What follows belongs to an exercise in optimizing a design on an open flow for small area, a short achievable clock period and few clock cycles per item; a production flow would make more cautious choices.
Where RTL was checked, it was by simulation tests only, not by an equivalence proof against the original.
No activity file was given, so power comes from the tool's default toggle rates.

// mp_adder
module mp_adder (
    input  wire         iAddSub,
    input  wire         iClk,
    input  wire         iRst,
    input  wire         iStart,
    input  wire [511:0] iOpA,
    input  wire [511:0] iOpB,
    output wire [512:0] oRes,
    output wire         oDone);
For scale: ~4100 cells after synthesis.
==> flow/config.mk <==
export PLATFORM = sky130hd
export DESIGN_NAME = mp_adder
export DESIGN_NICKNAME = mp_adder
export VERILOG_FILES = /design/flow/design.v
export SDC_FILE = /design/flow/constraint.sdc
export NUM_CORES = 4
export LEC_CHECK = 0
export CAP_MARGIN = 20
export CORE_AREA = 10 10 460 460
export DIE_AREA = 0 0 470 470
export GPL_TIMING_DRIVEN = 0
export SETUP_SLACK_MARGIN = 0.5
export SLEW_MARGIN = 20
export SYNTH_HIERARCHICAL = 1
==> flow/constraint.sdc <==
create_clock -name core_clock -period 5.0 [get_ports {iClk}]
set_input_delay 1.0000 -clock core_clock [delete_from_list [all_inputs] [get_ports {iClk}]]
set_output_delay 1.0000 -clock core_clock [all_outputs]
set_load 0.01 [all_outputs]
standard.sh (not shown) runs the stock make flow with config.mk's settings and CLKGATE_MAP_FILE= SYNTH_SCRIPT=/design/flow/synth_recipe.tcl, a recipe that flattens the netlist after the stock synthesis.
==> flow/flow/run.sh <==
#!/bin/bash
# Standard ORFS layout (the standard.sh) with three changes to how it is done:
# - buffer_ports gives every input and output port a buf_1 cell (the resizer
#   still sizes them as timing needs) instead of the cell it picks by default;
# - the ports are placed in bit order round the die edge, each bit's
#   iOpA/iOpB/oRes side by side (flow/pinorder.tcl, before place_pins);
# - before the resize step's repair_design, high-fanout nets get buffer trees
#   built from their sinks' locations (flow/pre_resize.tcl, flow/tree.tcl).
set -euo pipefail
export BUFFER_PORTS_ARGS="-buffer_cell sky130_fd_sc_hd__buf_1"
export PRE_IO_PLACEMENT_TCL="$(pwd)/flow/pinorder.tcl"
export PRE_RESIZE_TCL="$(pwd)/flow/pre_resize.tcl"
bash standard.sh > standard_flow.log 2>&1
Other scripts of this flow, unchanged in this note and not shown: flow/flow/pinorder.tcl, flow/flow/pre_resize.tcl, flow/flow/tree.tcl
Testbench counts at the start, summed over its fixed seeds: cycles 768, items 384.
Then changed:
--- a/flow/design.v
+++ b/flow/design.v
@@ -81,20 +81,26 @@
     input  wire         s,
     input  wire [3:0] b,
     output wire [3:0] bx);
     assign bx = b ^ {4{s}};
 endmodule
 module mpa_xor (
     input  wire [3:0] a, b,
     output wire [3:0] y);
     assign y = a ^ b;
 endmodule
+module mpa_ha (
+    input  wire [3:0] a, b,
+    output wire [3:0] p, g);
+    assign p = a ^ b;
+    assign g = a & b;
+endmodule
 module mpa_and (
     input  wire [3:0] a, b,
     output wire [3:0] y);
     assign y = a & b;
 endmodule
 module mpa_gp (
     input  wire [3:0] p, g,
     output wire        G, Pc);
     assign G  = g[3] | g[2] & p[3] | g[1] & p[2] & p[3] | g[0] & p[1] & p[2] & p[3];
     assign Pc = &p;
@@ -115,28 +121,27 @@
     input  wire         iClk,
     input  wire         iRst,
     input  wire         iStart,
     input  wire [511:0] iOpA,
     input  wire [511:0] iOpB,
     output wire [512:0] oRes,
     output wire         oDone);
     wire [511:0] bx, p, g, c, sum;
     wire [127:0] cg, cp, cc;
     reg  [127:1] rC;      
-    reg         rCout;
+    reg         rCout;   
     reg         rDone;
     wire [127:0] ci = {rC, iAddSub};
     genvar j;
     generate for (j = 0; j < 128; j = j + 1) begin : chunk
         mpa_bx  u_bx  (.s(iAddSub), .b(iOpB[4*j +: 4]), .bx(bx[4*j +: 4]));
-        mpa_xor u_p   (.a(iOpA[4*j +: 4]), .b(bx[4*j +: 4]), .y(p[4*j +: 4]));
-        mpa_and u_g   (.a(iOpA[4*j +: 4]), .b(bx[4*j +: 4]), .y(g[4*j +: 4]));
+        mpa_ha  u_pg  (.a(iOpA[4*j +: 4]), .b(bx[4*j +: 4]), .p(p[4*j +: 4]), .g(g[4*j +: 4]));
         mpa_gp  u_gp  (.p(p[4*j +: 4]), .g(g[4*j +: 4]), .G(cg[j]), .Pc(cp[j]));
         assign c[4*j] = ci[j];
         mpa_ng  u_c1  (.gh(g[4*j+0]), .ph(p[4*j+0]), .gl(c[4*j+0]), .g(c[4*j+1]));
         mpa_ng  u_c2  (.gh(g[4*j+1]), .ph(p[4*j+1]), .gl(c[4*j+1]), .g(c[4*j+2]));
         mpa_ng  u_c3  (.gh(g[4*j+2]), .ph(p[4*j+2]), .gl(c[4*j+2]), .g(c[4*j+3]));
         mpa_xor u_s   (.a(p[4*j +: 4]), .b(c[4*j +: 4]), .y(sum[4*j +: 4]));
     end endgenerate
     wire G0c;
     mpa_ng n0c (.gh(cg[0]), .ph(cp[0]), .gl(iAddSub), .g(G0c));
     wire G0;
@@ -1158,17 +1163,17 @@
     assign cc[120] = G440;
     assign cc[121] = G441;
     assign cc[122] = G442;
     assign cc[123] = G443;
     assign cc[124] = G444;
     assign cc[125] = G445;
     assign cc[126] = G446;
     assign cc[127] = G447;
     always @(posedge iClk) begin
         rC    <= cc[126:0];
-        rCout <= cc[127] & ~iAddSub;
+        rCout <= cc[127];
         if (iRst) rDone <= 1'b0;
         else      rDone <= iStart;
     end
-    assign oRes  = {rCout, sum};
+    assign oRes  = {rCout & ~iAddSub, sum};   
     assign oDone = rDone;
 endmodule
Effect: Critical path depth went down by 2. Setup slack is worse by 0.059 ns. Non-clock buffer count drops by 3. Design area drops by 3.2%. Wire length decreases by 5.4%. Sequential power stays flat. Core utilization goes down by 0.67 points. First-iteration DRC count went down by 2.5%. Via count decreases by 7.1%. Hold slack is better by 0.011 ns. Count of clock-buffer cells in the layout shrinks by 1.
Only the layout flow was run in the second run of this note; the RTL was not checked for function there.

-- what the ideal ports hide --
No port has a modelled driver above. Below, the same layouts with a new extraction and two added sets of constraints.
Step 1 assumes that a clkbuf_16 drives the clock port and a buf_2 every other input.
Step 2 adds t to the input delays and takes it off the output delays; t is the mean of the earliest and latest rising clock arrival at the registers after step 1. Input paths then give back, and output paths get back, about the clock's delay inside the block.
a / b / c = ideal / step 1 / step 2; a / b = the first two.
run	shift t [ns]	setup WS [ns]	worst hold slack (ns)	worst register clock-pin slew, ns	cell pins on the clock port's net
the first run	0.605	0.604 / 0.654 / 0.050	0.681 / 0.614 / 1.219	0.08 / 0.08	1
the second run	0.599	0.545 / 0.580 / -0.018	0.692 / 0.632 / 1.230	0.07 / 0.07	1
With both steps, setup timing fails in the second run, where it was met with ideal ports. For the second run, which loses most, drivers alone change the setup slack by +0.035 ns; drivers and shift together by -0.563 ns.
